Context: an optimization exercise on an open-source flow, tuned for small area and a short achievable clock period. The choices shown serve that exercise and are no tape-out recipe. The RTL was checked by simulation tests, not by an equivalence proof against the original design.

Design booth2multiplier, start of the top module:
module booth2multiplier #(
    parameter bit_width = 32
    )(
    input wire [bit_width-1:0] A,    
    input wire [bit_width-1:0] B,    
    input wire clk, reset_n,
    output wire [2*bit_width-1:0] OUT
);
Settings: LEC_CHECK=0, CAP_MARGIN=20, CORE_MARGIN=2, CORE_UTILIZATION=45, SETUP_SLACK_MARGIN=4.3, SLEW_MARGIN=20, SYNTH_HIERARCHICAL=1; clock period 13.0 ns.
standard.sh (not shown) runs the stock make flow with config.mk's settings and CLKGATE_MAP_FILE= SYNTH_SCRIPT=/design/flow/synth_recipe.tcl, a recipe that flattens the netlist after the stock synthesis.
==> flow/flow/run.sh <==
#!/bin/bash
# The standard layout (the standard.sh, all ORFS steps from synthesis to
# finish), except that the port buffers placed before global placement are
# sky130_fd_sc_hd__buf_1 cells instead of the default delay-buffer cell; the
# resizer upsizes them where timing needs it.  Full output in flow_standard.log.
set -euo pipefail
bash standard.sh "BUFFER_PORTS_ARGS=-buffer_cell sky130_fd_sc_hd__buf_1" finish > flow_standard.log 2>&1
==> next run, changes <==
SETUP_SLACK_MARGIN = 4.0   (was 4.3)
Global-route usage decreases by 0.51 points.
Wire length came out lower by 2.0%.
First-iteration DRC count is about the same.

booth2multiplier, a different RTL version from the one above (not shown whole).
For scale: ~2600 cells after synthesis, roughly 130 I/O pins, roughly 24000 sq um of cells after synthesis.
make LEC_CHECK=0 CAP_MARGIN=20 CORE_MARGIN=2 CORE_UTILIZATION=45 SLEW_MARGIN=20 SYNTH_HIERARCHICAL=1 finish   # period 13.0 ns
run.sh (not shown) runs the stock make flow with config.mk's settings and CLKGATE_MAP_FILE= SYNTH_SCRIPT=/design/flow/synth_recipe.tcl, a recipe that flattens the netlist after the stock synthesis.
Stock flow here: none of the scripts above is used.
The starting point completed without violations.
Rerun with:
CORE_UTILIZATION = 60   (was 45)
SETUP_SLACK_MARGIN = 4.3   (was unset)
Result: The changed run finished clean. Global-route usage grows by 7.7 points. Routed wire length shrinks slightly. Area after synthesis stays the same. Design area rose by roughly a tenth. Final cell count shrinks slightly. Flip-flop and latch count stays the same. Worst hold slack got worse by 0.44 ns. Non-clock buffer count rises by 128. Worst setup slack is better by 1.9 ns. Die area is lower by a quarter to a third.
Rerun with:
==> flow/flow/run.sh (new file) <==
#!/bin/bash
# The standard layout (the standard.sh, all ORFS steps from synthesis to
# finish), except that the port buffers placed before global placement are
# sky130_fd_sc_hd__buf_1 cells instead of the default delay-buffer cell; the
# resizer upsizes them where timing needs it.  Full output in flow_standard.log.
set -euo pipefail
bash standard.sh "BUFFER_PORTS_ARGS=-buffer_cell sky130_fd_sc_hd__buf_1" finish > flow_standard.log 2>&1
==> flow/standard.sh (new file) <==
#!/bin/bash
# synth_recipe.tcl (not shown) runs the flow's synth.tcl, then flattens the netlist and writes it again
# the make line also repeats each setting of config.mk as NAME=value (left out here)
make -C /OpenROAD-flow-scripts/flow DESIGN_CONFIG=/design/flow/config.mk WORK_HOME=/design/flow/orfs CLKGATE_MAP_FILE= SYNTH_SCRIPT=/design/flow/synth_recipe.tcl "${@:-finish}"
CORE_UTILIZATION = 45   (was 60)
SETUP_SLACK_MARGIN = 5   (was 4.3)
removed: flow/run.sh
=> Count of clock-buffer cells in the layout climbs by 1; die area goes up by 33%; synthesized area stays the same; non-clock buffer count rises by 75; design area increases by 6.0%; worst hold slack degrades by 0.12 ns.

booth2multiplier again, from the RTL that the note above started with.
// booth2multiplier
module booth2multiplier #(
    parameter bit_width = 32
    )(
    input wire [bit_width-1:0] A,    
    input wire [bit_width-1:0] B,    
    input wire clk, reset_n,
    output wire [2*bit_width-1:0] OUT
);
clock: 13.0 ns
lec_check: 0
cap_margin: 20
core_margin: 2
core_utilization: 45
setup_slack_margin: 3.8
slew_margin: 20
synth_hierarchical: 1
Stock flow here: none of the scripts above is used.
The starting point passed the timing, design-rule and antenna checks.
Rerun with:
==> flow/flow/run.sh (new file) <==
#!/bin/bash
# The standard layout (the standard.sh, all ORFS steps from synthesis to
# finish), except that the port buffers placed before global placement are
# sky130_fd_sc_hd__buf_1 cells instead of the default delay-buffer cell; the
# resizer upsizes them where timing needs it.  Full output in flow_standard.log.
set -euo pipefail
bash standard.sh "BUFFER_PORTS_ARGS=-buffer_cell sky130_fd_sc_hd__buf_1" finish > flow_standard.log 2>&1
==> flow/standard.sh (new file) <==
#!/bin/bash
# synth_recipe.tcl (not shown) runs the flow's synth.tcl, then flattens the netlist and writes it again
# the make line also repeats each setting of config.mk as NAME=value (left out here)
make -C /OpenROAD-flow-scripts/flow DESIGN_CONFIG=/design/flow/config.mk WORK_HOME=/design/flow/orfs CLKGATE_MAP_FILE= SYNTH_SCRIPT=/design/flow/synth_recipe.tcl "${@:-finish}"
--- a/flow/config.mk
+++ b/flow/config.mk
@@ -9,5 +9,5 @@
 export CORE_MARGIN = 2
 export CORE_UTILIZATION = 45
-export SETUP_SLACK_MARGIN = 3.8
+export SETUP_SLACK_MARGIN = 4.0
 export SLEW_MARGIN = 20
 export SYNTH_HIERARCHICAL = 1
removed: flow/run.sh
Outcome: Clock-buffer cell count shrinks by 1. Setup slack gains 220 ps. Global-route usage shrinks by 0.56 points. Via count shrinks slightly. Fmax grows by a few percent. Wire length shrinks slightly. Synthesized area stays the same. Final area shrinks by a few percent.

port drivers added, routing unchanged:
In the flow no input, the clock included, has a driving cell. The finished layouts below were timed again as built, in two steps.
Step 1: set_driving_cell puts a clkbuf_16 on clk and a buf_2 on each other input, an assumption about the parent block.
Step 2 moves the port delays by t, midway between the first and last clock arrival at a register: inputs arrive t later, outputs are due t later. That takes back most of the time a late clock gives input paths.
Slacks: ideal ports / drivers / drivers and shift; pairs: ideal ports / drivers.
| run | shift t [ns] | setup WS [ns] | worst setup path after step 2 | latest minus earliest clock arrival (ns) |
|---|---|---|---|---|
| the first run of note 1 | 0.451 | 4.532 / 4.557 / 4.106 | input to register | 0.028 / 0.028 |
| the second run of note 1 | 0.460 | 4.250 / 4.282 / 3.822 | input to register | 0.032 / 0.032 |
| the first run of note 2 | 0.435 | 2.445 / 2.435 / 2.000 | input to register | 0.019 / 0.018 |
| the second run of note 2 | 0.416 | 4.334 / 4.361 / 3.944 | input to register | 0.022 / 0.021 |
| the third run of note 2 | 0.433 | 5.094 / 5.119 / 4.686 | input to register | 0.010 / 0.010 |
| the first run of note 3 | 0.436 | 3.914 / 3.942 / 3.506 | input to register | 0.018 / 0.018 |
| the second run of note 3 | 0.444 | 4.130 / 4.154 / 3.711 | input to register | 0.036 / 0.035 |
After both steps every run listed still meets setup and hold. The setup slack of the first run of note 2, which loses most, moves by -0.010 ns with the drivers and by -0.445 ns with both steps.
